Source: an optimization exercise on an open RTL-to-GDS flow (aim: small area, a short achievable clock period and few clock cycles per item). Production flows keep margins and buffers that such runs may drop. RTL that was checked went through simulation tests only; none was proved equivalent to the original. Only the layout flow was run in run 8; the RTL was not checked for function there. Power figures rest on the tool's default switching activity, not on a simulated workload.

==> flow/config.mk <==
export PLATFORM = sky130hd
export DESIGN_NAME = seq_multiplier
export DESIGN_NICKNAME = seq_multiplier
export VERILOG_FILES = /design/flow/design.v
export SDC_FILE = /design/flow/constraint.sdc
export NUM_CORES = 4
export LEC_CHECK = 0
export CAP_MARGIN = 20
export CORE_MARGIN = 2
export CORE_UTILIZATION = 40
export SETUP_SLACK_MARGIN = 0.4
export SLEW_MARGIN = 20
==> flow/design.v <==
module seq_multiplier #(parameter N = 32) (
    input  logic clk, rst_n, start,
    input  logic [N-1:0] a, b,
    output logic [(2*N)-1:0] prod,
    output logic ready
);
    logic [63:0] r;
    logic [31:0] mcand;
    logic [1:0]  dlt;        
    logic [2:0]  top;        
    logic [2:0]  cnt;        
    logic        busy;
    logic        one0, two0, neg0, one1, two1, neg1;
    function automatic logic [5:0] benc(input logic [3:0] n, input logic l);
        benc = {n[2] ^ n[1],
                (n[3] & ~n[2] & ~n[1]) | (~n[3] & n[2] & n[1]),
                n[3],
                n[0] ^ l,
                (n[1] & ~n[0] & ~l) | (~n[1] & n[0] & l),
                n[1]};
    endfunction
    logic [7:0] fa, fb;      
    logic [7:0] ta, tb;      
    logic [7:0] ha, hb;      
    always_comb begin
        for (int i = 0; i < 8; i++) begin
            fa[i] = |a[4*i +: 4];
            fb[i] = |b[4*i +: 4];
        end
        ta[7] = fa[7];
        tb[7] = fb[7];
        for (int i = 6; i >= 0; i--) begin
            ta[i] = ta[i+1] | fa[i];
            tb[i] = tb[i+1] | fb[i];
        end
        ha = ta & ~{1'b0, ta[7:1]};
        hb = tb & ~{1'b0, tb[7:1]};
    end
    logic [2:0] pa, pb;
    logic [3:0] na, nb;
    logic       la, lb;
    always_comb begin
        pa = '0; pb = '0;
        na = '0; nb = '0;
        la = 1'b0; lb = 1'b0;
        for (int i = 0; i < 8; i++) begin
            pa = pa | ({3{ha[i]}} & 3'(i));
            pb = pb | ({3{hb[i]}} & 3'(i));
            na = na | ({4{ha[i]}} & a[4*i +: 4]);
            nb = nb | ({4{hb[i]}} & b[4*i +: 4]);
            if (i > 0) begin
                la = la | (ha[i] & a[4*i - 1]);
                lb = lb | (hb[i] & b[4*i - 1]);
            end
        end
    end
    logic       swap;        
    assign swap = |(tb & ~ta);
    logic [5:0] enc_a, enc_b;
    assign enc_a = benc(na, la);
    assign enc_b = benc(nb, lb);
    logic [3:0] nn;
    logic       nl;
    always_comb begin
        nn = '0;
        nl = 1'b0;
        for (int i = 1; i < 8; i++)
            if (top == 3'(i)) begin
                nn = r[28 + 4*i +: 4];
                nl = r[27 + 4*i];
            end
        if (cnt == 3'd1) nl = 1'b0;
    end
    logic [33:0] row0, row1;
    always_comb begin
        for (int k = 0; k < 33; k++) begin
            row0[k] = ((one0 & (k < 32 ? mcand[k] : 1'b0)) |
                       (two0 & (k > 0 ? mcand[k-1] : 1'b0))) ^ neg0;
            row1[k] = ((one1 & (k < 32 ? mcand[k] : 1'b0)) |
                       (two1 & (k > 0 ? mcand[k-1] : 1'b0))) ^ neg1;
        end
        row0[33] = neg0;
        row1[33] = neg1;
    end
    logic [37:0] u0, u1, u2, cs_s, cs_c, w;
    assign u0   = {{4{neg0}}, row0};
    assign u1   = {{2{neg1}}, row1, 1'b0, neg0};
    assign u2   = {2'b0, r[31:0], 1'b0, neg1, 2'b0};
    assign cs_s = u0 ^ u1 ^ u2;
    assign cs_c = ((u0 & u1) | (u0 & u2) | (u1 & u2)) << 1;
    logic [37:0] kg [0:6];
    logic [37:0] kp [0:6];
    assign kg[0] = cs_s & cs_c;
    assign kp[0] = cs_s ^ cs_c;
    for (genvar l = 0; l < 6; l++) begin : g_sk
        for (genvar i = 0; i < 38; i++) begin : g_bit
            if ((i >> l) & 1) begin : g_node
                localparam int J = ((i >> l) << l) - 1;
                assign kg[l+1][i] = kg[l][i] | (kp[l][i] & kg[l][J]);
                assign kp[l+1][i] = kp[l][i] & kp[l][J];
            end else begin : g_pass
                assign kg[l+1][i] = kg[l][i];
                assign kp[l+1][i] = kp[l][i];
            end
        end
    end
    assign w = kp[0] ^ {kg[6][36:0], 1'b0};
    logic [27:0] up_sum;
    logic [31:0] hm;
    always_comb begin
        hm = {up_sum, r[35:32]};
        for (int i = 0; i < 8; i++)
            if (top == 3'(i)) hm[4*i +: 4] = 4'b0;
    end
    logic [27:0] up_nxt;
    assign up_nxt = hm[27:0];
    always_ff @(posedge clk or negedge rst_n) begin
        if (!rst_n) begin
            busy  <= 1'b0;
            ready <= 1'b0;
        end else if (start) begin
            busy  <= ta[0] & tb[0];
            ready <= ~(ta[0] & tb[0]);
        end else if (busy && cnt == 0) begin
            busy  <= 1'b0;
            ready <= 1'b1;
        end
    end
    always_ff @(posedge clk) begin
        if (start) begin
            mcand <= swap ? b : a;
            r     <= swap ? {a, b & {32{na[3]}}} : {b, a & {32{nb[3]}}};
            dlt   <= 2'b00;
            top   <= swap ? pa : pb;
            cnt   <= swap ? pa : pb;
            {one1, two1, neg1, one0, two0, neg0} <= swap ? enc_a : enc_b;
        end else if (busy) begin
            r     <= {up_nxt, w[35:0]};
            dlt   <= w[37:36];
            cnt   <= cnt - 1'b1;
            {one1, two1, neg1, one0, two0, neg0} <= benc(nn, nl);
        end
    end
    logic [27:0] oa [0:5];   
    logic [27:0] oz [0:5];   
    assign oa[0] = {r[62:36], 1'b1};
    assign oz[0] = {~r[62:36], 1'b1};
    for (genvar l = 0; l < 5; l++) begin : g_oz
        for (genvar i = 0; i < 28; i++) begin : g_bit
            if ((i >> l) & 1) begin : g_node
                localparam int J = ((i >> l) << l) - 1;
                assign oa[l+1][i] = oa[l][i] & oa[l][J];
                assign oz[l+1][i] = oz[l][i] & oz[l][J];
            end else begin : g_pass
                assign oa[l+1][i] = oa[l][i];
                assign oz[l+1][i] = oz[l][i];
            end
        end
    end
    assign up_sum = r[63:36] ^ (({28{dlt == 2'b01}} & oa[5]) |
                                ({28{dlt == 2'b11}} & oz[5]));
    assign prod   = {up_sum, r[35:0]};
endmodule
==> flow/constraint.sdc <==
create_clock -name core_clock -period 4.5 [get_ports {clk}]
set_input_delay 0.9000 -clock core_clock [delete_from_list [all_inputs] [get_ports {clk}]]
set_output_delay 0.9000 -clock core_clock [all_outputs]
set_load 0.01 [all_outputs]
==> flow/flow/run.sh <==
#!/bin/bash
# The standard layout, with the port buffers made of the smallest buffer
# cell instead of the default delay buffer.
set -euo pipefail
export BUFFER_PORTS_ARGS="-buffer_cell sky130_fd_sc_hd__buf_1"
bash standard.sh > standard_flow.log 2>&1
==> flow/standard.sh <==
#!/bin/bash
# synth_recipe.tcl (not shown) runs the flow's synth.tcl, then flattens the netlist and writes it again
# the make line also repeats each setting of config.mk as NAME=value (left out here)
make -C /OpenROAD-flow-scripts/flow DESIGN_CONFIG=/design/flow/config.mk WORK_HOME=/design/flow/orfs CLKGATE_MAP_FILE= SYNTH_SCRIPT=/design/flow/synth_recipe.tcl "${@:-finish}"
==> reports/qor.csv, run 1 <==
metric,value,unit
yosysSeqAreaShare,30.5,%
vias_per_cell,6.18,
cp-start-kind,register,
synth_area,10900,um^2
synthSimpleGateAreaFrac,12.1,%
drt_first_pass_iters,5,
die_x,169,um
synth_adder_area_share,11.6,%
cts_tree,built,
drt-initial-drc-count,1053,
postRouteAntennaNets,0,
synth_xor_area_share,10.3,%
reg2reg_slack,0.55,ns
mappedNetlistNets,1264,
crit_top_cell,or3_4,
multi_input_area,7260,um^2
seqCellArea,3330,um^2
synth_mux_area_share,7.09,%
syn_to_final_growth,14.5,%
fin_crit,3.96,ns
drive_above_1_share,16.8,%
critPathArrivalTime,3.06,ns
placed_area,11800,um^2
initial_core_util,40.7,%
min_path_type,in -> async,
synth_edf_count,108,
cp.required,3.60,ns
fmax,0.253,GHz
synth_top_family_by_area,compound AO/OA/AOI/OAI gates,
finalSetupViolations,0,
end_kind,output pin,
period_share,88.0,%
slowest_stage,edfxtp_1,
worst_slack,0.540,ns
grt_remaining_overflow,0,
peakVddDrop,0.000423,V
yosysTopAreaCell,edfxtp_1,
rr_worst_depth,15,
crit_type,reg -> out,
critPathMaxFanout,6,
fin_nets,1375,
met3_usage,4.48,%
antenna_cells,0,
synth_cell_type_count,78,
pwr-share-clk,8.8,%
netSwitchingFraction,46.8,%
final_core_util,46.6,%
dpl.hpwl,28.3,mm
fin_skew,0.0115,ns
grt_busiest_layer,met2,
vias,9736,
cts_sinks,112,
htreeDepth,3,
cts_root_buffer,clkbuf_16,
p_int,4.84,mW
power_switching,4.26,mW
r2r_start,one1,
synth_area_leaders,"edfxtp_1 30%, xnor2_1 8.0%, fa_1 6.8%",
fin_area,12500,um^2
hold_viol,0,
maxSlewViolCount,0,
r2r-end,r[32],
yosysTopAreaCellShare,29.6,%
track_usage,25.4,%
clock_latency,0.37,ns
synth.avg_cell_area,9.79,um^2
combPwrFrac,70.7,%
core_area,26900,um^2
grtUsageMet2,39.2,%
slew_headroom,37.9,%
rsz0062_at_grt,true,
place_ws,0.395,ns
crit_path_max_incr_delay,0.47,ns
pin_count,132,
tightestPinTransition,0.924,ns
grt_max_degree,59,
yosysWarnings,5,
io_buffers,131,
wl_per_cell,23.7,um
gp_congestion,0.966,
dieArea,28700,um^2
ys_seq_elements,112,
clkTransAtPathRegs,0.08,ns
yosys_most_used_dff,edfxtp_1,
hold_buffers,0,
dp_cells,1543,
async_flop_share,1.79,%
clockBufferDepth,2,
die-height,169,um
power_density,726,nW/um^2
p_seq_share,20.5,%
outcome,no timing/DRC/antenna violations,
leakage,4.45,nW
synth_compound_area_share,22.1,%
first_global_vias,9294,
antenna_found_initial,2,
cts_buffers,9,
crit_chain,or3_4 -> nor4b_4 -> and4_4 -> nand3_4 -> or3_4 -> or3_4 -> nor3_2 -> a31oi_1 -> xnor2_1 -> buf_2,
rows,60,
tns,0,ns
crit_start,r[46],
drc,0,
n_fill_cell,2616,
grt_first_pass_wirelength,55.0,mm
drt-total-wl,37.3,mm
synth_cells,1118,
fin_cells,1575,
maxCapViolCount,0,
met1_usage,35.8,%
## per-stage QoR
step           total power [mW]  hold slack, ns
2_1_floorplan              6.08           0.526
3_3_place_gp               7.45           0.595
3_5_place_dp               7.50           0.595
4_1_cts                    8.35           0.329
5_1_grt                    9.81           0.332
6_report                   9.10           0.333
## layout make-up
| type | instances | share of cell area, % |
|---|---|---|
| multi-input combinational | 876 | 57.9 |
| sequential | 112 | 26.6 |
| timing repair buffer | 198 | 8.91 |
| tap | 341 | 3.40 |
| clock buffer | 10 | 1.83 |
| inverter | 32 | 1.02 |
| clock inverter | 6 | 0.330 |
## metal layers
metal	vias to the layer above	wire [um]
li1	4432	-
met5	-	11
met2	465	16700
met1	4771	16300
met3	66	3110
met4	2	1210
## cell usage in the layout (no fill, tap or decap), drive strengths merged, types with 11 or more instances in the layout
cell type and n:
a211oi 13, a21o 14, a21oi 99, a221oi 36, a22oi 63, a31oi 11, and3 14, buf 196
clkbuf 12, edfxtp 108, fa 37, ha 42, inv 33, mux2 28, mux2i 37, nand2 66
nand3 17, nor2 61, nor3 18, nor4 17, o21ai 59, or4 13, xnor2 100, xor2 26
## sequential cells by signal, indices dropped and copies added, names as in the netlist
| register | cells |
|---|---|
| ready | 1 |
| two0 | 1 |
| r | 64 |
| two1 | 1 |
| one1 | 1 |
| cnt | 3 |
| neg0 | 1 |
| mcand | 32 |
| busy | 1 |
| dlt | 2 |
| top | 3 |
| one0 | 1 |
| neg1 | 1 |
## worst max-delay path, delay by kind of cell, from the launching register on
kind	cells	cell delay, ns
xor+xnor	1	0.16
compound gates	1	0.07
buf+inv	1	0.15
flops	1	0.47
simple gates	7	1.85
## worst max path at each step
stage | end | slack [ns] | cells past startpoint
finish | prod[63] | 0.54 | 10
global route | prod[63] | 0.35 | 10
CTS | prod[63] | 0.38 | 10
detailed placement | r[33] | 0.39 | 16
global placement | r[35] | 0.45 | 16
floorplan | r[30] | 0.48 | 14
## power by group through the flow
stage	registers [mW]	clock network [mW]	logic, mW
5_1_grt	1.91	0.841	7.06
6_report	1.87	0.799	6.43
2_1_floorplan	1.75	0	4.33
3_3_place_gp	1.90	0	5.55
3_5_place_dp	1.90	0	5.60
4_1_cts	1.87	0.812	5.67
## cells by family (layout without fill, tap and decap cells)
family | Yosys count | count (layout)
adder cells (fa/ha/maj) | 79 | 79
flip-flops | 112 | 112
AND/OR/NAND/NOR | 253 | 253
AO/OA/AOI/OAI | 348 | 348
XOR/XNOR | 127 | 127
multiplexers | 69 | 69
buffers and inverters | 130 | 246
## repair_timing
item,4_1_cts,5_1_grt
setup buffers,4,11
gates cloned,0,1
gates resized for setup,3,59
pin swaps,1,16
setup endpoints to repair,7,21
## synthesized netlist by cell type, drive strengths merged, types with 36 or more instances
library cell	number
a22oi	63
clkbuf	39
xnor2	100
nor2	61
a21oi	99
o21ai	59
mux2i	37
nand2	66
a221oi	36
ha	42
fa	37
buf	59
edfxtp	108
Testbench counts, summed over its fixed seeds: cycles 10,280, items 2,400.
==> run 2: changes to the inputs <==
--- a/flow/config.mk
+++ b/flow/config.mk
@@ -10,2 +10,3 @@
 export CORE_UTILIZATION = 40
+export PLACE_DENSITY = 0.75
 export SETUP_SLACK_MARGIN = 0.4
==> run 2 against run 1 <==
Cell count hardly changed. Critical endpoint is now r[33]. Still clean on timing, DRC and antenna. Maximum frequency is 2.7% lower. Non-clock buffer count is 2 lower. Worst hold slack worse by 0.015 ns. First-iteration DRC count is 21% higher. Critical path depth is 4 higher. Sequential cell count stayed put. Clock skew is 0.0031 ns higher. Sequential power hardly changed. Critical path type is now reg -> reg. Clock-buffer cell count stayed put. Global-route usage hardly changed.
==> reports/qor.csv, run 2 <==
metric,value,unit,change
whs,0.318,ns,-0.0151 ns
cts_tree,built,,
antenna_found_initial,5,,+3
leakage,4.47,nW,+0.39%
drt_first_pass_iters,6,,+1
finalSetupViolations,0,,unchanged
netSwitchingFraction,48.0,%,+1.1 points
p_int,4.47,mW,-7.5%
crit_chain,buf_12 -> a22oi_1 -> xnor2_1 -> fa_1 -> ha_1 -> and3_1 -> a221oi_2 -> o22ai_1 -> nor3b_4 -> nand2_1 -> fa_1 -> xor2_1 -> nand2_1 -> o21ai_0,,
p_seq_share,21.9,%,+1.4 points
slew_headroom,31.9,%,-5.9 points
synth_common_cells,"108 x edfxtp_1, 100 x xnor2_1, 91 x a21oi_1, 66 x nand2_1, 63 x a22oi_1",,
htreeDepth,3,,unchanged
ys_seq_elements,112,,unchanged
synth_cell_type_count,78,,unchanged
synth_area_leaders,"edfxtp_1 30%, xnor2_1 8.0%, fa_1 6.8%",,
fmax,0.246,GHz,-2.7%
first_global_vias,9294,,unchanged
biggestRegsByFlops,"r (64), mcand (32)",,
cts_buffers,9,,unchanged
clockBufferDepth,2,,unchanged
gp_congestion,0.957,,-0.89%
track_usage,25.4,%,about the same
hold_viol,0,,unchanged
placed_area,11800,um^2,+0.14%
grt_first_pass_wirelength,55.1,mm,+0.11%
synth.most_common_cell,edfxtp_1,,
period_share,90.4,%,+2.4 points
rows,60,,unchanged
clkTransAtPathRegs,0.09,ns,about the same
place_ws,0.221,ns,-0.174 ns
fin_nets,1373,,-0.15%
dp_cells,1542,,-0.065%
largest_reg_flops,64,,unchanged
vias,9924,,+1.9%
grt_remaining_overflow,0,,unchanged
initial_core_util,40.7,%,unchanged
rr_worst_depth,14,,-1
pwr-share-clk,9.5,%,+0.7 points
grt_max_degree,70,,+19%
die-height,169,um,unchanged
crit_type,reg -> reg,,
combPwrFrac,68.6,%,-2.1 points
die_x,169,um,unchanged
yosysWarnings,5,,unchanged
drt-initial-drc-count,1274,,+21%
io_buffers,131,,unchanged
yosysSeqAreaShare,30.5,%,unchanged
multi_input_area,7090,um^2,-2.3%
seqCellArea,3330,um^2,about the same
async_flop_share,1.79,%,unchanged
critPathMaxFanout,32,,+26
drc,0,,unchanged
syn_to_final_growth,13.2,%,
path_depth,14,,+4
drive_above_1_share,14.9,%,-1.8 points
dpl.hpwl,28.2,mm,-0.55%
synth.avg_cell_area,9.79,um^2,unchanged
rsz0062_at_grt,true,,
crit_start,one0,,
pin_count,132,,unchanged
r2r_start,one0,,
power_density,694,nW/um^2,-4.5%
core_area,26900,um^2,unchanged
final_core_util,46.1,%,-0.54 points
totalPowerFinal,8.59,mW,-5.6%
fin_skew,0.0146,ns,+0.00311 ns
dieArea,28700,um^2,unchanged
peakVddDrop,0.000372,V,-12%
cts_root_buffer,clkbuf_16,,
maxCapViolCount,0,,unchanged
yosysTopAreaCellShare,29.6,%,unchanged
regMostFlops,r,,
cts_sinks,112,,unchanged
crit_path_max_incr_delay,0.45,ns,-0.02 ns
yosys_most_used_dff,edfxtp_1,,
clock_latency,0.37,ns,about the same
crit_buf_inv,1,,unchanged
n_fill_cell,2588,,-1.1%
power_switching,4.12,mW,-3.3%
fin_area,12400,um^2,-1.2%
synth_area,10900,um^2,unchanged
fin_crit,4.07,ns,+0.110 ns
synth_edf_count,108,,unchanged
critPathArrivalTime,4.18,ns,+1.12 ns
vias_per_cell,6.30,,+1.9%
fin_cells,1576,,+0.063%
synth_cells,1118,,unchanged
slowest_stage,fa_1,,
drt-total-wl,37.1,mm,-0.60%
crit_family,adder cells,,
cp.required,4.61,ns,+1.01 ns
tightestPinTransition,1.01,ns,+0.0883 ns
maxSlewViolCount,0,,unchanged
outcome,no timing/DRC/antenna violations,,
wl_per_cell,23.5,um,-0.67%
cp-start-kind,register,,
layout_common_cells,"128 x buf_1, 108 x edfxtp_1, 100 x xnor2_1",,
worst_slack,0.430,ns,-0.110 ns
postRouteAntennaNets,0,,unchanged
min_path_type,in -> async,,
end_kind,register,,
yosysTopAreaCell,edfxtp_1,,
tns,0,ns,unchanged
mappedNetlistNets,1264,,unchanged
final_common_cell,buf_1,,
## run 2: cell counts after synthesis
Identical to the previous run, type by type.
## run 2: worst paths after layout
path                              end  slack (ns)
max in group asynchronous        busy        4.04
worst max-delay path            r[33]        0.43
worst max register to register  r[33]        0.43
min in group core_clock         ready        0.59
worst min register to register  ready        0.59
worst min-delay path            ready        0.32
## run 2: area by class of cell
type	count	share of cell area, %
sequential	112	26.9
inverter	32	0.970
multi-input combinational	876	57.2
antenna	3	0.0606
clock buffer	10	1.85
clock inverter	6	0.394
timing repair buffer	196	9.15
tap	341	3.44
## run 2: routing by layer
metal	routed length [um]	part of all wire [%]	vias up	GRT usage [%]
met5	29	0.078	-	0
met4	1110	3.0	4	9.25
li1	-	-	4433	-
met3	3790	10	64	3.47
met1	15500	42	4804	36.8
met2	16600	45	619	38.5
## run 2: logic make-up (layout without fill, tap and decap cells)
| group | Yosys count | count (layout) | share of synthesized area (%) |
|---|---|---|---|
| other | 0 | 3 | 0 |
| DFF | 112 | 112 | 30.5 |
| muxes | 69 | 69 | 7.09 |
| buffers and inverters | 130 | 244 | 6.41 |
| AOI/OAI and AO/OA | 348 | 348 | 22.1 |
| xor gates and xnor gates | 127 | 127 | 10.3 |
| adders and majority gates | 79 | 79 | 11.6 |
| and+or+nand+nor | 253 | 253 | 12.1 |
## run 2: power by group through the flow
stage | Combinational [mW] | Clock [mW] | Sequential (mW)
finish | 5.89 | 0.820 | 1.88
global route | 6.46 | 0.856 | 1.92
CTS | 5.54 | 0.820 | 1.88
detailed placement | 5.44 | 0 | 1.91
global placement | 5.30 | 0 | 1.91
floorplan | 4.33 | 0 | 1.75
## run 2: what timing repair did
item	CTS	global route
setup buffers	6	8
gates resized for setup	3	36
hold buffers	0	0
endpoints found under the setup margin	7	24
pin swaps	0	9
gates cloned	1	0
==> run 3: changes to the inputs <==
--- a/flow/config.mk
+++ b/flow/config.mk
@@ -10,3 +10,3 @@
 export CORE_UTILIZATION = 40
-export PLACE_DENSITY = 0.75
+export CTS_BUF_LIST = sky130_fd_sc_hd__clkbuf_8
 export SETUP_SLACK_MARGIN = 0.4
==> run 3 against run 2 <==
Die area unchanged. Setup slack better by 0.068 ns. Maximum frequency grew 1.7%. Via count shrank 2.1%. Sequential share of layout area down 0.10 points. Clock skew grew 0.0038 ns. Clock power fell by 27%.
==> reports/qor.csv, run 3 <==
metric,value,unit,change
maxSlewViolCount,0,,unchanged
seqCellArea,3330,um^2,about the same
drt-total-wl,37.4,mm,+0.84%
yosysTopAreaCell,edfxtp_1,,
crit_type,reg -> out,,
leakage,4.42,nW,-1.1%
slew_headroom,34.3,%,+2.4 points
cts_buffers,9,,unchanged
crit_path_max_incr_delay,0.48,ns,+0.03 ns
rsz0062_at_grt,true,,
io_buffers,131,,unchanged
track_usage,25.4,%,about the same
antenna_found_initial,2,,-3
cp-start-kind,register,,
tns,0,ns,unchanged
synth_edf_count,108,,unchanged
synth.most_common_cell,edfxtp_1,,
clkTransAtPathRegs,0.12,ns,+0.03 ns
biggestRegsByFlops,"r (64), mcand (32)",,
synth.avg_cell_area,9.79,um^2,unchanged
rows,60,,unchanged
htreeDepth,3,,unchanged
largest_reg_flops,64,,unchanged
worst_slack,0.499,ns,+0.0685 ns
grt_remaining_overflow,0,,unchanged
yosysTopAreaCellShare,29.6,%,unchanged
cts_tree,built,,
yosysSeqAreaShare,30.5,%,unchanged
synth_cells,1118,,unchanged
synth_area,10900,um^2,unchanged
clockBufferDepth,2,,unchanged
synth_area_leaders,"edfxtp_1 30%, xnor2_1 8.0%, fa_1 6.8%",,
grt_first_pass_wirelength,55.0,mm,-0.16%
crit_top_cell,or3_4,,
cts_sinks,112,,unchanged
antenna_cells,0,,-3
pin_count,132,,unchanged
mappedNetlistNets,1264,,unchanged
crit_family,simple AND/OR/NAND/NOR gates,,
async_flop_share,1.79,%,unchanged
clock_latency,0.42,ns,+0.05 ns
power_density,715,nW/um^2,+3.0%
yosys_most_used_dff,edfxtp_1,,
hold_buffers,0,,unchanged
drt-initial-drc-count,1048,,-18%
die_x,169,um,unchanged
synth_compound_area_share,22.1,%,unchanged
synth_common_cells,"108 x edfxtp_1, 100 x xnor2_1, 91 x a21oi_1, 66 x nand2_1, 63 x a22oi_1",,
final_common_cell,buf_1,,
synth_adder_area_share,11.6,%,unchanged
peakVddDrop,0.000415,V,+12%
finalSetupViolations,0,,unchanged
outcome,no timing/DRC/antenna violations,,
period_share,88.9,%,-1.5 points
fin_cells,1574,,-0.13%
initial_core_util,40.7,%,unchanged
fin_skew,0.0184,ns,+0.00376 ns
whs,0.282,ns,-0.0364 ns
core_area,26900,um^2,unchanged
grt_max_degree,59,,-16%
yosysWarnings,5,,unchanged
crit_chain,nor4b_4 -> and4bb_2 -> and4_4 -> nand3_4 -> or3_4 -> or3_4 -> nor3_2 -> a31oi_1 -> xnor2_1 -> buf_2,,
multi_input_area,7270,um^2,+2.6%
cts_root_buffer,clkbuf_8,,
tightestPinTransition,0.976,ns,-0.0354 ns
postRouteAntennaNets,0,,unchanged
critPathMaxFanout,5,,-84%
synth_xor_area_share,10.3,%,unchanged
wl_per_cell,23.8,um,+0.97%
hold_viol,0,,unchanged
cp.required,3.60,ns,-1.01 ns
drc,0,,unchanged
min_path_type,in -> async,,
synth_mux_area_share,7.09,%,unchanged
synthSimpleGateAreaFrac,12.1,%,unchanged
maxCapViolCount,0,,unchanged
syn_to_final_growth,13.6,%,
fmax,0.250,GHz,+1.7%
vias,9716,,-2.1%
drive_above_1_share,17.0,%,+2.0 points
regMostFlops,r,,
dieArea,28700,um^2,unchanged
slowest_stage,edfxtp_1,,
die-height,169,um,unchanged
vias_per_cell,6.17,,-2.0%
dp_cells,1543,,+0.065%
totalPowerFinal,8.89,mW,+3.5%
dpl.hpwl,28.3,mm,+0.56%
first_global_vias,9275,,-0.20%
layout_common_cells,"128 x buf_1, 108 x edfxtp_1, 97 x xnor2_1",,
synth_top_family_by_area,compound AO/OA/AOI/OAI gates,,
gp_congestion,0.966,,+0.90%
fin_crit,4.00,ns,-0.0685 ns
synth_cell_type_count,78,,unchanged
place_ws,0.395,ns,+0.174 ns
crit_buf_inv,1,,unchanged
n_fill_cell,2630,,+1.6%
end_kind,output pin,,
critPathArrivalTime,3.10,ns,-1.08 ns
fin_nets,1374,,+0.073%
drt_first_pass_iters,5,,-1
ys_seq_elements,112,,unchanged
[run 3: cell counts after synthesis]
Identical to the previous run, type by type.
[run 3: logic make-up after synthesis]
group,count (synthesis)
AND/OR/NAND/NOR,253
AO/OA/AOI/OAI,348
multiplexers,69
buffers and inverters,130
adder cells (fa/ha/maj),79
flip-flops,112
XOR/XNOR,127
[run 3: stage by stage]
stage                     area (um^2)  util (%)
final                           12400      46.3
after CTS                       12000      44.6
after global routing            12400      46.3
after detailed placement        11800      43.8
after global placement          11800      43.8
after floorplan                 10900         -
[run 3: worst paths after layout]
check / startpoint / endpoint / slack, ns / depth (start not counted)
worst min-delay path: rst_n / busy / 0.28 / 1
worst max register to register: one1 / r[32] / 0.52 / 14
max in group asynchronous: rst_n / ready / 4.06 / 1
min in group core_clock: busy / busy / 0.62 / 2
worst min register to register: busy / busy / 0.62 / 2
worst max-delay path: r[38] / prod[63] / 0.50 / 10
[run 3: report_power, final]
group / leakage [nW] / total (mW) / internal (mW) / switching (mW)
clock: 0.0869 / 0.602 / 0.203 / 0.399
sequential: 1.15 / 1.87 / 1.55 / 0.317
combinational: 3.18 / 6.42 / 2.90 / 3.52
total: 4.42 / 8.89 / 4.65 / 4.24
[run 3: worst register-to-register path, stage by stage, from the launching register on]
cell      delay, ns
edfxtp_1       0.44
buf_12         0.20
a22oi_1        0.25
xnor2_1        0.17
fa_1           0.47
ha_1           0.36
nand4_1        0.19
or3_4          0.45
nor2_2         0.16
o21ai_0        0.11
buf_4          0.16
nand2_1        0.07
fa_1           0.48
nor2_1         0.13
a21oi_1        0.05
[run 3: area by class of cell]
| cell class | count | area share (%) |
|---|---|---|
| Clock buffer | 9 | 0.996 |
| Timing Repair Buffer | 197 | 8.91 |
| Multi-Input combinational cell | 876 | 58.5 |
| Inverter | 32 | 1.01 |
| Clock inverter | 7 | 0.362 |
| Tap cell | 341 | 3.43 |
| Sequential cell | 112 | 26.8 |
[run 3: repair_timing]
item | in CTS | in global routing
resized for setup | 7 | 56
pin swaps | 1 | 18
gates cloned | 0 | 1
setup endpoints to repair | 8 | 22
setup buffers | 5 | 9
[run 3: routing by layer]
metal  vias up  part of all wire (%)  GRT usage, %
li1       4438                     -             -
met3        70                   7.3          4.59
met5         -                 0.029             0
met4         2                   3.0          8.62
met2       453                    46          39.4
met1      4753                    44          35.7
==> run 4: changes to the inputs <==
--- a/flow/config.mk
+++ b/flow/config.mk
@@ -10,4 +10,3 @@
 export CORE_UTILIZATION = 40
-export CTS_BUF_LIST = sky130_fd_sc_hd__clkbuf_8
-export SETUP_SLACK_MARGIN = 0.4
+export SETUP_SLACK_MARGIN = 0.25
 export SLEW_MARGIN = 20
==> run 4 against run 3 <==
Sequential share of layout area up 0.21 points. Global-route usage is 0.35 points higher. Register-to-register slack worse by 0.18 ns. First-iteration DRC count down 5.6%. Worst hold slack better by 0.063 ns. Highest routed layer is now met4. Critical path depth up 4. Routed wire length fell by 0.41%. Via count fell by 0.75%. Synthesized cell count did not move. Cell area is 0.80% lower. Area after synthesis unchanged.
==> reports/qor.csv, run 4 <==
metric,value,unit,change
outcome,no timing/DRC/antenna violations,,
n_fill_cell,2606,,-0.91%
fin_skew,0.0125,ns,-0.00587 ns
tns,0,ns,unchanged
cp-endpoint,r[32],,
period_share,92.4,%,+3.5 points
synth_cells,1118,,unchanged
vias_per_cell,6.10,,-1.2%
drive_above_1_share,14.4,%,-2.6 points
async_flop_share,1.79,%,unchanged
synth_edf_count,108,,unchanged
synth_mux_area_share,7.09,%,unchanged
rr_worst_depth,14,,unchanged
dieArea,28700,um^2,unchanged
synth_adder_area_share,11.6,%,unchanged
ys_seq_elements,112,,unchanged
crit_start,one1,,
end_kind,register,,
synth_top_family_by_area,compound AO/OA/AOI/OAI gates,,
final_common_cell,buf_1,,
largest_reg_flops,64,,unchanged
die_x,169,um,unchanged
crit_buf_inv,1,,unchanged
initial_core_util,40.7,%,unchanged
synth_area_leaders,"edfxtp_1 30%, xnor2_1 8.0%, fa_1 6.8%",,
synth_cell_type_count,78,,unchanged
cp.required,4.60,ns,+1.00 ns
clock_latency,0.37,ns,-0.05 ns
mappedNetlistNets,1264,,unchanged
placed_area,11800,um^2,+0.43%
rows,60,,unchanged
clkTransAtPathRegs,0.08,ns,-0.04 ns
synthSimpleGateAreaFrac,12.1,%,unchanged
drt-total-wl,37.3,mm,-0.41%
yosysSeqAreaShare,30.5,%,unchanged
grt_first_pass_wirelength,55.7,mm,+1.2%
syn_to_final_growth,12.7,%,
cts_root_buffer,clkbuf_16,,
track_usage,25.7,%,+0.35 points
synth_area,10900,um^2,unchanged
rsz0062_at_grt,true,,
yosysTopAreaCell,edfxtp_1,,
min_path_type,in -> async,,
first_global_vias,9101,,-1.9%
critPathMaxFanout,6,,+1
peakVddDrop,0.000361,V,-13%
die-height,169,um,unchanged
drc,0,,unchanged
synth.most_common_cell,edfxtp_1,,
grt_max_degree,46,,-22%
htreeDepth,3,,unchanged
maxCapViolCount,0,,unchanged
fmax,0.240,GHz,-3.8%
core_area,26900,um^2,unchanged
io_buffers,131,,unchanged
cts_sinks,112,,unchanged
postRouteAntennaNets,0,,unchanged
reg2reg_slack,0.34,ns,-0.18 ns
regMostFlops,r,,
synth_compound_area_share,22.1,%,unchanged
tightestPinTransition,0.947,ns,-0.0290 ns
crit_path_max_incr_delay,0.57,ns,+0.09 ns
hold_buffers,0,,unchanged
slew_headroom,36.3,%,+2.0 points
grt_remaining_overflow,0,,unchanged
antenna_found_initial,2,,unchanged
critPathArrivalTime,4.26,ns,+1.16 ns
wl_per_cell,23.6,um,-0.85%
crit_top_cell,fa_1,,
r2r_start,one1,,
cts_tree,built,,
dpl.hpwl,29.2,mm,+3.1%
finalSetupViolations,0,,unchanged
yosysWarnings,5,,unchanged
slowest_stage,fa_1,,
pin_count,132,,unchanged
drt-initial-drc-count,989,,-5.6%
whs,0.345,ns,+0.0633 ns
gp_congestion,0.983,,+1.8%
cts_buffers,9,,unchanged
path_depth,14,,+4
cp-start-kind,register,,
yosys_most_used_dff,edfxtp_1,,
leakage,4.48,nW,+1.4%
vias,9643,,-0.75%
layout_common_cells,"130 x buf_1, 108 x edfxtp_1, 98 x xnor2_1",,
crit_type,reg -> reg,,
r2r-end,r[32],,
power_density,690,nW/um^2,-3.5%
hold_viol,0,,unchanged
synth_common_cells,"108 x edfxtp_1, 100 x xnor2_1, 91 x a21oi_1, 66 x nand2_1, 63 x a22oi_1",,
drt_first_pass_iters,5,,unchanged
yosysTopAreaCellShare,29.6,%,unchanged
synth_xor_area_share,10.3,%,unchanged
crit_chain,buf_4 -> a22oi_1 -> xnor2_1 -> fa_1 -> ha_1 -> and3_1 -> and4_1 -> a31oi_1 -> nor2_2 -> o21ai_1 -> nand2_1 -> fa_1 -> nor2_1 -> a21oi_1,,
fin_nets,1379,,+0.36%
crit_family,adder cells,,
clockBufferDepth,2,,unchanged
biggestRegsByFlops,"r (64), mcand (32)",,
synth.avg_cell_area,9.79,um^2,unchanged
fin_crit,4.16,ns,+0.157 ns
fin_area,12300,um^2,-0.80%
maxSlewViolCount,0,,unchanged
[run 4: report_power, final]
| group | internal, mW | switching (mW) | leakage, nW |
|---|---|---|---|
| combinational | 2.50 | 3.26 | 3.18 |
| clock | 0.442 | 0.435 | 0.153 |
| sequential | 1.55 | 0.325 | 1.15 |
| total | 4.49 | 4.02 | 4.48 |
[run 4: layout make-up]
cell class	instances	area [um^2]	share of cell area (%)
Inverter	32	121	0.984
Sequential cell	112	3330	27.0
Clock inverter	7	77.6	0.629
Antenna cell	2	5.00	0.0406
Multi-Input combinational cell	876	7010	56.8
Timing Repair Buffer	202	1140	9.23
Clock buffer	9	225	1.83
Tap cell	341	427	3.46
[run 4: logic make-up (layout without fill, tap and decap cells)]
family                     Yosys count  count (layout)
buffers and inverters              130             250
and+or+nand+nor                    253             253
AOI/OAI and AO/OA                  348             348
muxes                               69              69
other                                0               2
adders and majority gates           79              79
DFF                                112             112
xor gates and xnor gates           127             127
[run 4: worst min path at each step]
stage,to,slack (ns),cells past startpoint
after global placement,cnt[0],0.60,1
after CTS,ready,0.33,1
after global routing,ready,0.32,1
final,busy,0.34,1
after detailed placement,cnt[0],0.60,1
after floorplan,dlt[1],0.53,2
[run 4: stage by stage]
stage / util (%) / cells / setup WS [ns] / total power, mW
final: 45.9 / 1581 / 0.341 / 8.51
after CTS: 45.1 / 1564 / 0.256 / 8.33
after floorplan: - / 1118 / 0.335 / 6.08
after detailed placement: 44.0 / 1548 / 0.193 / 7.42
after global routing: 45.9 / 1580 / 0.211 / 9.24
after global placement: 44.0 / 1548 / 0.0993 / 7.35
[run 4: worst register-to-register path, stage by stage (launching register included)]
cell and delay, ns:
edfxtp_1 0.50, buf_4 0.20, a22oi_1 0.21, xnor2_1 0.16
fa_1 0.50, ha_1 0.36, and3_1 0.17, and4_1 0.24
a31oi_1 0.31, nor2_2 0.10, o21ai_1 0.27, nand2_1 0.11
fa_1 0.57, nor2_1 0.14, a21oi_1 0.05
[run 4: what timing repair did]
item                       CTS  global route
buffers inserted             0            15
gates resized for setup      0            17
hold endpoints to repair     0             0
setup endpoints to repair    0            15
[run 4: per-layer routing]
layer  vias to the layer above  part of all wire, %  global-route usage [%]  wire (um)
li1                       4445                    -                       -          -
met1                      4723                   45                    37.5      16800
met2                       443                   46                    40.1      17000
met3                        32                  7.4                    3.24       2750
met4                         0                  2.0                    7.47        763
met5                         -                    0                       0          0
==> run 5: changes to the inputs <==
--- a/flow/config.mk
+++ b/flow/config.mk
@@ -9,4 +9,4 @@
 export CORE_MARGIN = 2
-export CORE_UTILIZATION = 40
-export SETUP_SLACK_MARGIN = 0.25
+export CORE_UTILIZATION = 55
+export SETUP_SLACK_MARGIN = 0.3
 export SLEW_MARGIN = 20
==> run 5 against run 4 <==
Still clean on timing, DRC and antenna. Routed wire length shrank 4.0%. Via count grew 0.38%. Global-route usage grew 7.8 points. Largest cell class unchanged.
==> reports/qor.csv, run 5 <==
metric,value,unit,change
postRouteAntennaNets,0,,unchanged
biggestRegsByFlops,"r (64), mcand (32)",,
synth_cell_type_count,78,,unchanged
regMostFlops,r,,
maxSlewViolCount,0,,unchanged
pwr-share-clk,11.0,%,+0.7 points
cp.required,4.57,ns,-0.03 ns
drt_first_pass_iters,6,,+1
grt_remaining_overflow,0,,unchanged
yosysTopAreaCell,edfxtp_1,,
core_area,19500,um^2,-27%
syn_to_final_growth,11.8,%,
first_global_vias,8995,,-1.2%
leakage,4.45,nW,-0.74%
tns,0,ns,unchanged
wl_per_cell,23.8,um,+1.1%
period_share,91.7,%,-0.70 points
clkTransAtPathRegs,0.08,ns,about the same
peakVddDrop,0.000437,V,+21%
drt-total-wl,35.8,mm,-4.0%
clock_latency,0.36,ns,about the same
track_usage,33.5,%,+7.8 points
rows,51,,-15%
fmax,0.242,GHz,+0.76%
synth.most_common_cell,edfxtp_1,,
clockBufferDepth,2,,unchanged
yosysSeqAreaShare,30.5,%,unchanged
grt_first_pass_wirelength,53.9,mm,-3.3%
dieArea,21000,um^2,-27%
crit_type,in -> reg,,
io_buffers,131,,unchanged
synth.avg_cell_area,9.79,um^2,unchanged
gp_congestion,0.983,,about the same
yosysTopAreaCellShare,29.6,%,unchanged
die_x,145,um,-14%
rr_worst_depth,14,,unchanged
cts_sinks,112,,unchanged
pin_count,132,,unchanged
mappedNetlistNets,1264,,unchanged
async_flop_share,1.79,%,unchanged
drive_above_1_share,14.5,%,+0.13 points
outcome,no timing/DRC/antenna violations,,
drc,0,,unchanged
cts_tree,built,,
p_seq_share,22.0,%,about the same
die-height,145,um,-14%
synth_cells,1118,,unchanged
htreeDepth,3,,unchanged
synth_area_leaders,"edfxtp_1 30%, xnor2_1 8.0%, fa_1 6.8%",,
hold_buffers,0,,unchanged
fin_crit,4.13,ns,-0.0316 ns
end_kind,register,,
ys_seq_elements,112,,unchanged
power_density,702,nW/um^2,+1.8%
drt-initial-drc-count,1027,,+3.8%
critPathMaxFanout,33,,+27
cts_root_buffer,clkbuf_16,,
initial_core_util,56.1,%,+15 points
antenna_found_initial,2,,unchanged
fin_skew,0.00825,ns,-0.00424 ns
cts_buffers,9,,unchanged
cp-start-kind,primary input,,
r2r_start,two1,,
layout_common_cells,"130 x buf_1, 108 x edfxtp_1, 100 x xnor2_1",,
synth_area,10900,um^2,unchanged
r2r-end,r[33],,
netSwitchingFraction,46.8,%,-0.40 points
synth_common_cells,"108 x edfxtp_1, 100 x xnor2_1, 91 x a21oi_1, 66 x nand2_1, 63 x a22oi_1",,
synth_edf_count,108,,unchanged
slew_headroom,35.9,%,-0.31 points
finalSetupViolations,0,,unchanged
vias,9680,,+0.38%
fin_cells,1501,,-5.1%
power_switching,4.02,mW,+0.16%
cp-endpoint,r[11],,
reg2reg_slack,0.44,ns,+0.10 ns
p_int,4.57,mW,+1.8%
final_common_cell,buf_1,,
fin_nets,1375,,-0.29%
vias_per_cell,6.45,,+5.7%
combPwrFrac,67.1,%,-0.6 points
maxCapViolCount,0,,unchanged
crit_start,b[13],,
largest_reg_flops,64,,unchanged
dpl.hpwl,27.2,mm,-6.8%
yosys_most_used_dff,edfxtp_1,,
yosysWarnings,5,,unchanged
rsz0062_at_grt,true,,
grt_max_degree,74,,+61%
whs,0.326,ns,-0.0192 ns
critPathArrivalTime,4.20,ns,-0.06 ns
dp_cells,1471,,-5.0%
hold_viol,0,,unchanged
min_path_type,in -> async,,
tightestPinTransition,0.952,ns,+0.00465 ns
## run 5: cell counts after synthesis
Identical to the previous run, type by type.
## run 5: cell families after synthesis
kind of cell | Yosys count | share of synthesized area, %
AOI/OAI and AO/OA | 348 | 22.1
and+or+nand+nor | 253 | 12.1
buffers and inverters | 130 | 6.41
xor gates and xnor gates | 127 | 10.3
DFF | 112 | 30.5
adders and majority gates | 79 | 11.6
muxes | 69 | 7.09
## run 5: timing repair
| item | in CTS | in global routing |
|---|---|---|
| endpoints found under the hold margin | 0 | 0 |
| setup buffers | 5 | 7 |
| resized for setup | 0 | 23 |
| setup endpoints to repair | 5 | 15 |
| pin swaps | 1 | 3 |
## run 5: final cells by class
type | instances | area, um^2
Timing Repair Buffer | 198 | 1080
Inverter | 32 | 125
Multi-Input combinational cell | 876 | 7020
Sequential cell | 112 | 3330
Tap cell | 265 | 332
Antenna cell | 2 | 5.00
Clock inverter | 6 | 98.8
Clock buffer | 10 | 239
Fill cell | 1730 | 7290
## run 5: power by group through the flow
stage	combinational [mW]	clock [mW]	sequential [mW]
6_report	5.76	0.943	1.89
5_1_grt	6.39	0.983	1.92
4_1_cts	5.43	0.946	1.89
3_5_place_dp	5.37	0	1.92
3_3_place_gp	5.34	0	1.92
2_1_floorplan	4.33	0	1.75
## run 5: critical path: stages
cell,delay [ns]
buf_1,0.22
nor4_1,0.77
nand2_1,0.38
a2111oi_2,0.43
a2bb2oi_2,0.23
o21ai_4,0.11
and2_1,0.15
buf_4,0.27
a221oi_1,0.62
a21oi_1,0.09
## run 5: layer usage
layer | global-route usage (%) | vias to the layer above | wire [um]
met5 | 0 | - | 0
met4 | 9.02 | 0 | 840
met3 | 7.11 | 47 | 3700
met2 | 51.1 | 526 | 16000
met1 | 48.7 | 4667 | 15200
li1 | - | 4440 | -
## run 5: worst min path at each step
stage / from / to / cells past startpoint
final: rst_n / busy / 1
after global routing: rst_n / busy / 1
after CTS: rst_n / busy / 1
after detailed placement: ready / ready / 2
after global placement: ready / ready / 2
after floorplan: dlt[1] / dlt[1] / 2
## run 5: metrics by stage
step / power, mW / utilization (%) / cell area, um^2 / setup slack, ns
floorplan: 6.08 / - / 10900 / 0.335
global placement: 7.26 / 59.9 / 11700 / 0.185
detailed placement: 7.29 / 59.9 / 11700 / 0.167
CTS: 8.27 / 61.8 / 12100 / 0.321
global route: 9.30 / 62.6 / 12200 / 0.236
finish: 8.59 / 62.7 / 12200 / 0.373
==> run 6: changes to the inputs <==
--- a/flow/config.mk
+++ b/flow/config.mk
@@ -9,4 +9,5 @@
 export CORE_MARGIN = 2
-export CORE_UTILIZATION = 55
-export SETUP_SLACK_MARGIN = 0.3
+export CORE_UTILIZATION = 40
+export CTS_BUF_LIST = sky130_fd_sc_hd__clkbuf_4 sky130_fd_sc_hd__clkbuf_8
+export SETUP_SLACK_MARGIN = 0.4
 export SLEW_MARGIN = 20
==> run 6 against run 5 <==
Global-route usage is 8.2 points lower. Sequential share of layout area is 0.44 points lower. Power is 3.5% higher. Routed wire length is 4.3% higher. Clock skew is 0.011 ns higher. Cell count is 4.9% higher.
==> reports/qor.csv, run 6 <==
metric,value,unit,change
critPathArrivalTime,3.10,ns,-1.10 ns
grt_max_degree,59,,-20%
path_depth,10,,unchanged
dpl.hpwl,28.3,mm,+4.0%
core_area,26900,um^2,+38%
antenna_found_initial,2,,unchanged
htreeDepth,3,,unchanged
clockBufferDepth,2,,unchanged
pin_count,132,,unchanged
crit_family,simple AND/OR/NAND/NOR gates,,
drive_above_1_share,17.0,%,+2.5 points
slowest_stage,edfxtp_1,,
cts_buffers,9,,unchanged
drt-initial-drc-count,1053,,+2.5%
synth.most_common_cell,edfxtp_1,,
gp_congestion,0.966,,-1.7%
drt_first_pass_iters,5,,-1
rows,60,,+18%
synth.avg_cell_area,9.79,um^2,unchanged
crit_path_max_incr_delay,0.48,ns,-0.29 ns
end_kind,output pin,,
drc,0,,unchanged
cp-start-kind,register,,
clkTransAtPathRegs,0.12,ns,+0.04 ns
synth_area,10900,um^2,unchanged
yosysSeqAreaShare,30.5,%,unchanged
min_path_type,in -> async,,
tightestPinTransition,0.968,ns,+0.0156 ns
rr_worst_depth,14,,unchanged
maxSlewViolCount,0,,unchanged
syn_to_final_growth,13.7,%,
vias,9665,,-0.15%
synth_cell_type_count,78,,unchanged
tns,0,ns,unchanged
async_flop_share,1.79,%,unchanged
outcome,no timing/DRC/antenna violations,,
synth_cells,1118,,unchanged
leakage,4.42,nW,-0.65%
ys_seq_elements,112,,unchanged
clock_latency,0.41,ns,+0.05 ns
maxCapViolCount,0,,unchanged
multi_input_area,7270,um^2,+3.6%
cts_root_buffer,clkbuf_8,,
io_buffers,131,,unchanged
crit_type,reg -> out,,
hold_buffers,0,,unchanged
seqCellArea,3330,um^2,about the same
n_fill_cell,2628,,+52%
initial_core_util,40.7,%,-15 points
period_share,88.8,%,-2.9 points
mappedNetlistNets,1264,,unchanged
placed_area,11800,um^2,+0.66%
peakVddDrop,0.000415,V,-5.1%
fin_crit,4.00,ns,-0.130 ns
fin_nets,1374,,-0.073%
reg2reg_slack,0.55,ns,+0.11 ns
antenna_cells,0,,-2
fmax,0.250,GHz,+3.2%
fin_area,12400,um^2,+1.7%
hold_viol,0,,unchanged
synth_edf_count,108,,unchanged
grt_first_pass_wirelength,55.0,mm,+2.2%
layout_common_cells,"128 x buf_1, 108 x edfxtp_1, 97 x xnor2_1",,
cp.required,3.60,ns,-0.97 ns
cts_tree,built,,
yosysTopAreaCell,edfxtp_1,,
first_global_vias,9275,,+3.1%
drt-total-wl,37.3,mm,+4.3%
crit_chain,nor4b_4 -> and4bb_2 -> and4_4 -> nand3_4 -> or3_4 -> or3_4 -> nor3_2 -> a31oi_1 -> xnor2_1 -> buf_2,,
vias_per_cell,6.14,,-4.8%
finalSetupViolations,0,,unchanged
grt_remaining_overflow,0,,unchanged
cp-endpoint,prod[63],,
crit_top_cell,or3_4,,
dieArea,28700,um^2,+36%
synth_area_leaders,"edfxtp_1 30%, xnor2_1 8.0%, fa_1 6.8%",,
yosysTopAreaCellShare,29.6,%,unchanged
fin_skew,0.0189,ns,+0.0106 ns
power_density,715,nW/um^2,+1.8%
largest_reg_flops,64,,unchanged
crit_buf_inv,1,,-1
biggestRegsByFlops,"r (64), mcand (32)",,
track_usage,25.4,%,-8.2 points
postRouteAntennaNets,0,,unchanged
cts_sinks,112,,unchanged
crit_start,r[38],,
slew_headroom,34.9,%,-1.0 points
rsz0062_at_grt,true,,
regMostFlops,r,,
r2r_start,one1,,
final_common_cell,buf_1,,
die_x,169,um,+17%
yosysWarnings,5,,unchanged
critPathMaxFanout,5,,-85%
yosys_most_used_dff,edfxtp_1,,
r2r-end,r[32],,
synth_common_cells,"108 x edfxtp_1, 100 x xnor2_1, 91 x a21oi_1, 66 x nand2_1, 63 x a22oi_1",,
wl_per_cell,23.7,um,-0.57%
die-height,169,um,+17%
run 6: worst min-delay path by stage:
stage                start     end  slack, ns  cells past startpoint
floorplan           dlt[1]  dlt[1]       0.53                      2
global placement      busy    busy       0.60                      2
detailed placement    busy    busy       0.59                      2
CTS                  rst_n    busy       0.28                      1
global route         rst_n   ready       0.27                      1
finish               rst_n    busy       0.29                      1
run 6: cells by family after synthesis:
logic type,synth area share (%)
AOI/OAI and AO/OA,22.1
and+or+nand+nor,12.1
buffers and inverters,6.41
xor gates and xnor gates,10.3
DFF,30.5
adders and majority gates,11.6
muxes,7.09
run 6: power breakdown:
part           switching, mW  internal (mW)
combinational           3.52           2.90
clock                  0.395          0.211
sequential             0.317           1.55
total                   4.23           4.66
run 6: per-stage QoR:
stage               total power, mW  instances  util, %  setup slack (ns)  hold slack, ns
global route                   9.63       1574     46.3             0.317           0.272
detailed placement             7.50       1543     43.8             0.395           0.595
finish                         8.89       1574     46.3             0.503           0.289
floorplan                      6.08       1118        -             0.482           0.526
global placement               7.45       1543     43.8             0.450           0.595
CTS                            8.17       1564     44.7             0.386           0.275
run 6: routing by layer:
metal | track usage (%) | routed length (um)
met1 | 35.7 | 16300
met2 | 39.4 | 16900
met3 | 4.59 | 2860
met4 | 8.62 | 1140
met5 | 0 | 11
run 6: worst register-to-register path, delay by kind of cell (launching register included):
family                     cells  cell delay, ns
and+or+nand+nor                5            1.00
DFF                            1            0.44
AOI/OAI and AO/OA              3            0.40
adders and majority gates      3            1.30
xor gates and xnor gates       1            0.17
buffers and inverters          2            0.36
run 6: cell type report:
type | count | area share (%)
inverter | 32 | 1.01
clock buffer | 10 | 1.06
clock inverter | 6 | 0.332
tap | 341 | 3.43
multi-input combinational | 876 | 58.5
timing repair buffer | 197 | 8.91
sequential | 112 | 26.8
run 6: repair_timing:
action                                  CTS  global route
gates resized for setup                   7            56
endpoints found under the setup margin    8            22
setup buffers                             5             9
pin swaps                                 1            18
cloned                                    0             1
==> run 7: changes to the inputs <==
==> flow/run.sh (new file) <==
#!/bin/bash
# synth_recipe.tcl (not shown) runs the flow's synth.tcl, then flattens the netlist and writes it again
# the make line also repeats each setting of config.mk as NAME=value (left out here)
make -C /OpenROAD-flow-scripts/flow DESIGN_CONFIG=/design/flow/config.mk WORK_HOME=/design/flow/orfs CLKGATE_MAP_FILE= SYNTH_SCRIPT=/design/flow/synth_recipe.tcl finish
--- a/flow/config.mk
+++ b/flow/config.mk
@@ -10,3 +10,2 @@
 export CORE_UTILIZATION = 40
-export CTS_BUF_LIST = sky130_fd_sc_hd__clkbuf_4 sky130_fd_sc_hd__clkbuf_8
 export SETUP_SLACK_MARGIN = 0.4
removed: flow/flow/run.sh
removed: flow/standard.sh
==> run 7 against run 6 <==
Routed wire length increased by 7.3%. Clock skew fell by 0.0058 ns. Cell count grew 2.7%. Clock power is 39% higher. Global-route usage increased by 1.7 points. Setup slack got worse by 0.094 ns. Critical path type is now reg -> reg. Largest power group unchanged. Highest routed layer is now met4.
==> reports/qor.csv, run 7 <==
metric,value,unit,change
fmax,0.244,GHz,-2.3%
cts_sinks,112,,unchanged
gp_congestion,0.944,,-2.2%
synth_cells,1118,,unchanged
hold_buffers,0,,unchanged
crit_type,reg -> reg,,
synth.avg_cell_area,9.79,um^2,unchanged
end_kind,register,,
cts_root_buffer,clkbuf_16,,
pin_count,132,,unchanged
synth_area_leaders,"edfxtp_1 30%, xnor2_1 8.0%, fa_1 6.8%",,
initial_core_util,40.7,%,unchanged
yosysTopAreaCellShare,29.6,%,unchanged
rsz0062_at_grt,true,,
period_share,90.9,%,+2.1 points
drive_above_1_share,19.6,%,+2.6 points
synth_cell_type_count,78,,unchanged
dpl.hpwl,29.7,mm,+4.8%
power_switching,4.34,mW,+2.5%
drt-total-wl,40.0,mm,+7.3%
pwr-share-clk,9.0,%,+2.2 points
layout_common_cells,"124 x clkdlybuf4s50_1, 108 x edfxtp_1, 98 x buf_4",,
maxSlewViolCount,0,,unchanged
grt_remaining_overflow,0,,unchanged
critPathMaxFanout,8,,+3
p_seq_share,20.0,%,-1.0 points
outcome,no timing/DRC/antenna violations,,
fin_crit,4.09,ns,+0.0936 ns
drt-initial-drc-count,935,,-11%
combPwrFrac,70.9,%,-1.3 points
tns,0,ns,unchanged
antenna_found_initial,0,,-2
peakVddDrop,0.000535,V,+29%
core_area,26900,um^2,unchanged
yosysSeqAreaShare,30.5,%,unchanged
fin_skew,0.0131,ns,-0.00583 ns
ys_seq_elements,112,,unchanged
hold_viol,0,,unchanged
drt_first_pass_iters,5,,unchanged
dp_cells,1582,,+2.5%
drc,0,,unchanged
yosysWarnings,5,,unchanged
track_usage,27.1,%,+1.7 points
synth_common_cells,"108 x edfxtp_1, 100 x xnor2_1, 91 x a21oi_1, 66 x nand2_1, 63 x a22oi_1",,
place_ws,0.218,ns,-0.177 ns
critPathArrivalTime,4.20,ns,+1.10 ns
placed_area,12900,um^2,+9.3%
final_core_util,50.8,%,+4.5 points
power_density,686,nW/um^2,-4.1%
biggestRegsByFlops,"r (64), mcand (32)",,
largest_reg_flops,64,,unchanged
cts_buffers,9,,unchanged
n_fill_cell,2511,,-4.5%
vias_per_cell,6.16,,+0.38%
min_path_type,reg -> reg,,
cp-start-kind,register,,
antenna_cells,0,,unchanged
totalPowerFinal,9.36,mW,+5.2%
mappedNetlistNets,1264,,unchanged
cp.required,4.61,ns,+1.01 ns
yosysTopAreaCell,edfxtp_1,,
rows,60,,unchanged
netSwitchingFraction,46.4,%,-1.3 points
wl_per_cell,24.8,um,+4.5%
fin_cells,1616,,+2.7%
vias,9961,,+3.1%
fin_nets,1416,,+3.1%
async_flop_share,1.79,%,unchanged
cts_tree,built,,
dieArea,28700,um^2,unchanged
grt_first_pass_wirelength,58.3,mm,+5.9%
io_buffers,131,,unchanged
synth_edf_count,108,,unchanged
worst_slack,0.409,ns,-0.0936 ns
postRouteAntennaNets,0,,unchanged
slew_headroom,29.0,%,-5.9 points
p_int,5.02,mW,+7.8%
grt_max_degree,74,,+25%
die-height,169,um,unchanged
final_common_cell,clkdlybuf4s50_1,,
clock_latency,0.37,ns,-0.04 ns
whs,0.636,ns,+0.348 ns
syn_to_final_growth,24.7,%,
first_global_vias,9579,,+3.3%
tightestPinTransition,1.07,ns,+0.0975 ns
synth.most_common_cell,edfxtp_1,,
finalSetupViolations,0,,unchanged
die_x,169,um,unchanged
leakage,5.07,nW,+15%
yosys_most_used_dff,edfxtp_1,,
clkTransAtPathRegs,0.09,ns,-0.03 ns
regMostFlops,r,,
clockBufferDepth,2,,unchanged
synth_area,10900,um^2,unchanged
maxCapViolCount,0,,unchanged
htreeDepth,3,,unchanged
fin_area,13700,um^2,+9.7%
-- run 7: metal layers --
| layer | GRT usage, % | vias up | wire length, um |
|---|---|---|---|
| li1 | - | 4504 | - |
| met1 | 39.1 | 4937 | 17900 |
| met2 | 42.6 | 453 | 18100 |
| met3 | 3.71 | 67 | 2860 |
| met4 | 7.28 | 0 | 1120 |
| met5 | 0 | - | 0 |
-- run 7: cells by family after synthesis --
kind of cell / after synthesis / share of synthesized area [%]
multiplexers: 69 / 7.09
buffers and inverters: 130 / 6.41
XOR/XNOR: 127 / 10.3
flip-flops: 112 / 30.5
adder cells (fa/ha/maj): 79 / 11.6
AND/OR/NAND/NOR: 253 / 12.1
AO/OA/AOI/OAI: 348 / 22.1
-- run 7: path summary, 6_finish.rpt --
| check | startpoint | end | slack (ns) | cells past startpoint |
|---|---|---|---|---|
| setup / recovery | one1 | r[33] | 0.41 | 17 |
| hold reg to reg | ready | ready | 0.64 | 2 |
| setup reg to reg | one1 | r[33] | 0.41 | 17 |
| max in group asynchronous | rst_n | ready | 3.63 | 1 |
| hold / removal | ready | ready | 0.64 | 2 |
| min in group asynchronous | rst_n | busy | 0.71 | 1 |
-- run 7: power groups by stage --
stage	logic [mW]	registers, mW	clock network, mW
finish	6.64	1.87	0.845
global route	7.32	1.91	0.895
CTS	5.99	1.88	0.850
detailed placement	5.88	1.91	0
global placement	5.80	1.91	0
floorplan	4.33	1.75	0
-- run 7: critical path: stages, from the launching register on --
cell and delay (ns):
edfxtp_1 0.39, buf_4 0.16, buf_12 0.14, a22oi_2 0.22
xnor2_2 0.10, fa_1 0.60, ha_4 0.24, a21oi_2 0.15
nand2_1 0.10, a31oi_2 0.22, buf_4 0.19, nand3b_1 0.17
nor3b_4 0.29, nand2_1 0.11, fa_2 0.37, xor2_2 0.17
nand2_1 0.12, o21ai_1 0.09
-- run 7: final cells by class --
class                           count  area, um^2  area share (%)
Clock buffer                       11         253            1.85
Clock inverter                      5        38.8           0.284
Inverter                           32         120           0.880
Multi-Input combinational cell    876        7220            52.9
Sequential cell                   112        3330            24.4
Tap cell                          341         427            3.13
Timing Repair Buffer              239        2260            16.6
-- run 7: timing repair --
action                                  CTS  global route
cloned                                    0             3
endpoints found under the setup margin   11            24
setup buffers                             7             8
pin swaps                                 1            18
gates resized for setup                  11            60
==> run 8: changes to the inputs <==
--- a/flow/design.v
+++ b/flow/design.v
@@ -38,25 +38,22 @@
     end
-    logic [2:0] pa, pb;
-    logic [3:0] na, nb;
-    logic       la, lb;
+    logic        swap;       
+    assign swap = |(tb & ~ta);
+    logic [31:0] ld_mcand, ld_mpl;
+    logic [7:0]  hm1;
+    logic [2:0]  tp;
+    logic [3:0]  tn;
+    logic        tl;
+    assign ld_mcand = swap ? b : a;
+    assign ld_mpl   = swap ? a : b;
+    assign hm1      = swap ? ha : hb;
     always_comb begin
-        pa = '0; pb = '0;
-        na = '0; nb = '0;
-        la = 1'b0; lb = 1'b0;
+        tp = '0;
+        tn = '0;
+        tl = 1'b0;
         for (int i = 0; i < 8; i++) begin
-            pa = pa | ({3{ha[i]}} & 3'(i));
-            pb = pb | ({3{hb[i]}} & 3'(i));
-            na = na | ({4{ha[i]}} & a[4*i +: 4]);
-            nb = nb | ({4{hb[i]}} & b[4*i +: 4]);
-            if (i > 0) begin
-                la = la | (ha[i] & a[4*i - 1]);
-                lb = lb | (hb[i] & b[4*i - 1]);
-            end
+            tp = tp | ({3{hm1[i]}} & 3'(i));
+            tn = tn | ({4{hm1[i]}} & ld_mpl[4*i +: 4]);
+            if (i > 0) tl = tl | (hm1[i] & ld_mpl[4*i - 1]);
         end
     end
-    logic       swap;        
-    assign swap = |(tb & ~ta);
-    logic [5:0] enc_a, enc_b;
-    assign enc_a = benc(na, la);
-    assign enc_b = benc(nb, lb);
     logic [3:0] nn;
@@ -73,2 +70,6 @@
     end
+    logic [3:0] en;
+    logic       el;
+    assign en = start ? tn : nn;
+    assign el = start ? tl : nl;
     logic [33:0] row0, row1;
@@ -130,8 +131,8 @@
         if (start) begin
-            mcand <= swap ? b : a;
-            r     <= swap ? {a, b & {32{na[3]}}} : {b, a & {32{nb[3]}}};
+            mcand <= ld_mcand;
+            r     <= {ld_mpl, ld_mcand & {32{tn[3]}}};
             dlt   <= 2'b00;
-            top   <= swap ? pa : pb;
-            cnt   <= swap ? pa : pb;
-            {one1, two1, neg1, one0, two0, neg0} <= swap ? enc_a : enc_b;
+            top   <= tp;
+            cnt   <= tp;
+            {one1, two1, neg1, one0, two0, neg0} <= benc(en, el);
         end else if (busy) begin
@@ -140,3 +141,3 @@
             cnt   <= cnt - 1'b1;
-            {one1, two1, neg1, one0, two0, neg0} <= benc(nn, nl);
+            {one1, two1, neg1, one0, two0, neg0} <= benc(en, el);
         end
==> flow/flow/run.sh (new file) <==
#!/bin/bash
# The standard layout, with the port buffers made of the smallest buffer
# cell instead of the default delay buffer.
set -euo pipefail
export BUFFER_PORTS_ARGS="-buffer_cell sky130_fd_sc_hd__buf_1"
bash standard.sh > standard_flow.log 2>&1
==> flow/standard.sh (new file) <==
#!/bin/bash
# synth_recipe.tcl (not shown) runs the flow's synth.tcl, then flattens the netlist and writes it again
# the make line also repeats each setting of config.mk as NAME=value (left out here)
make -C /OpenROAD-flow-scripts/flow DESIGN_CONFIG=/design/flow/config.mk WORK_HOME=/design/flow/orfs CLKGATE_MAP_FILE= SYNTH_SCRIPT=/design/flow/synth_recipe.tcl "${@:-finish}"
--- a/flow/config.mk
+++ b/flow/config.mk
@@ -10,3 +10,3 @@
 export CORE_UTILIZATION = 40
-export SETUP_SLACK_MARGIN = 0.4
+export SETUP_SLACK_MARGIN = 0.25
 export SLEW_MARGIN = 20
removed: flow/run.sh
==> run 8 against run 7 <==
Still clean on timing, DRC and antenna. Sequential share of layout area increased by 1.2 points. Via count decreased by 0.19%. Clock skew increased by 0.0075 ns. Largest power group unchanged.
==> reports/qor.csv, run 8 <==
metric,value,unit,change
clkTransAtPathRegs,0.09,ns,about the same
synth_common_cells,"151 x nand2_1, 108 x edfxtp_1, 94 x xnor2_1, 67 x a22oi_1, 51 x o21ai_0",,
peakVddDrop,0.000456,V,-15%
first_global_vias,9497,,-0.86%
reg2reg_slack,0.24,ns,-0.17 ns
drive_above_1_share,18.8,%,-0.85 points
regMostFlops,r,,
drt-total-wl,37.3,mm,-6.8%
crit_buf_inv,1,,-2
whs,0.315,ns,-0.322 ns
synth_cell_type_count,74,,-5.1%
synth_area_leaders,"edfxtp_1 31%, xnor2_1 7.8%, fa_1 7.0%",,
biggestRegsByFlops,"r (64), mcand (32)",,
fin_area,13000,um^2,-4.8%
combPwrFrac,71.4,%,+0.5 points
synth_area,10600,um^2,-3.3%
drt-initial-drc-count,949,,+1.5%
p_seq_share,19.7,%,-0.3 points
crit_chain,nor4b_4 -> nand4_1 -> nor3_4 -> nand3_2 -> or3_4 -> or4_4 -> or4_4 -> o21ai_2 -> xor2_1 -> buf_2,,
hold_buffers,0,,unchanged
track_usage,25.9,%,-1.1 points
syn_to_final_growth,22.8,%,
grt_remaining_overflow,0,,unchanged
slowest_stage,or4_4,,
path_depth,10,,-7
dieArea,27800,um^2,-3.2%
clock_latency,0.38,ns,about the same
slew_headroom,33.9,%,+4.9 points
crit_path_max_incr_delay,0.45,ns,-0.15 ns
initial_core_util,40.6,%,-0.096 points
largest_reg_flops,64,,unchanged
io_buffers,131,,unchanged
core_area,26100,um^2,-3.0%
vias_per_cell,5.96,,-3.3%
fin_nets,1474,,+4.1%
crit_start,r[36],,
htreeDepth,3,,unchanged
r2r_start,two0,,
gp_congestion,0.979,,+3.8%
cts_tree,built,,
pin_count,132,,unchanged
hold_viol,0,,unchanged
tightestPinTransition,0.991,ns,-0.0741 ns
vias,9942,,-0.19%
wl_per_cell,22.4,um,-9.7%
outcome,no timing/DRC/antenna violations,,
ys_seq_elements,112,,unchanged
end_kind,output pin,,
rr_worst_depth,21,,+4
final_core_util,49.9,%,-0.90 points
antenna_found_initial,0,,unchanged
power_switching,4.37,mW,+0.80%
critPathArrivalTime,3.38,ns,-0.82 ns
layout_common_cells,"149 x nand2_1, 126 x buf_1, 113 x buf_4",,
mappedNetlistNets,1299,,+2.8%
postRouteAntennaNets,0,,unchanged
fin_crit,4.28,ns,+0.193 ns
leakage,5.05,nW,-0.49%
power_density,745,nW/um^2,+8.7%
pwr-share-clk,9.0,%,about the same
synth.avg_cell_area,9.18,um^2,-6.2%
rsz0062_at_grt,true,,
cp-start-kind,register,,
cp.required,3.60,ns,-1.01 ns
met1_usage,37.7,%,-1.4 points
grt_max_degree,59,,-20%
grt_first_pass_wirelength,55.9,mm,-4.0%
synth_edf_count,108,,unchanged
yosysSeqAreaShare,31.5,%,+1.0 points
yosysTopAreaCellShare,30.6,%,+1.0 points
period_share,95.2,%,+4.3 points
-- run 8: changes by cell type in the layout (fill, tap and decap cells not counted), sizes merged, moves of 28 or more --
cell	delta
buf	+151
clkdlybuf4s50	-124
nand2	+85
a21oi	-49
a221oi	-28
nand2b	+32
-- run 8: repair_timing --
item | in CTS | in global routing
gates resized for setup | 43 | 55
setup endpoints to repair | 14 | 20
cloned | 2 | 2
buffers inserted | 11 | 12
pin swaps | 33 | 45
endpoints found under the hold margin | 0 | 0
-- run 8: cell families (layout without fill, tap and decap cells) --
family	after synthesis	after routing	synth area share (%)
multiplexers	43	43	4.16
buffers and inverters	144	324	6.57
adder cells (fa/ha/maj)	79	79	12.0
XOR/XNOR	123	123	10.3
AO/OA/AOI/OAI	291	291	18.7
flip-flops	112	112	31.5
AND/OR/NAND/NOR	361	361	16.8
-- run 8: how the worst max path moves through the flow --
stage	endpoint
3_5_place_dp	r[33]
4_1_cts	prod[63]
2_1_floorplan	r[33]
5_1_grt	r[32]
3_3_place_gp	r[33]
6_report	prod[63]
-- run 8: power groups by stage --
stage	Combinational, mW	Sequential (mW)	Clock, mW
2_1_floorplan	4.30	1.78	0
3_3_place_gp	5.65	1.93	0
3_5_place_dp	5.71	1.92	0
4_1_cts	6.32	1.89	0.871
5_1_grt	7.59	1.94	0.900
6_report	6.91	1.91	0.870
-- run 8: worst register-to-register path, stage by stage (launching register included) --
cell      delay, ns
edfxtp_1       0.38
buf_6          0.16
buf_12         0.14
a22oi_2        0.19
xnor2_2        0.12
fa_1           0.54
ha_4           0.30
buf_4          0.11
nand3_1        0.07
nor4_1         0.27
a22oi_1        0.11
buf_4          0.18
nor4_4         0.13
buf_4          0.16
o21ai_2        0.07
buf_4          0.14
nand2_1        0.07
a21o_1         0.13
fa_2           0.43
nor2_1         0.10
buf_4          0.16
a21oi_1        0.05
-- run 8: per-stage QoR --
stage | setup WS (ns) | total power [mW] | instances
5_1_grt | 0.0204 | 10.4 | 1668
3_5_place_dp | -0.0786 | 7.63 | 1625
2_1_floorplan | 0.239 | 6.09 | 1153
3_3_place_gp | -0.0966 | 7.58 | 1625
6_report | 0.216 | 9.69 | 1668
4_1_cts | 0.228 | 9.09 | 1654
-- run 8: area by class of cell --
| type | count | area, um^2 | share of cell area (%) |
|---|---|---|---|
| Inverter | 46 | 173 | 1.33 |
| Clock buffer | 10 | 229 | 1.76 |
| Sequential cell | 112 | 3330 | 25.6 |
| Clock inverter | 6 | 76.3 | 0.587 |
| Timing Repair Buffer | 262 | 1680 | 12.9 |
| Multi-Input combinational cell | 897 | 7090 | 54.5 |
| Tap cell | 335 | 419 | 3.22 |
-- run 8: per-layer routing --
metal / part of all wire [%] / up-vias
li1: - / 4548
met1: 45 / 4885
met2: 45 / 440
met3: 7.2 / 69
met4: 3.2 / 0
met5: 0 / -

Re-timed with assumed drivers on the ports (clkbuf_16 on the clock, buf_2 on other inputs), run 8 has 0.170 ns of setup slack against 0.216 ns with ideal ports, and -0.094 ns once port delays also move by the mid clock arrival of 0.416 ns.
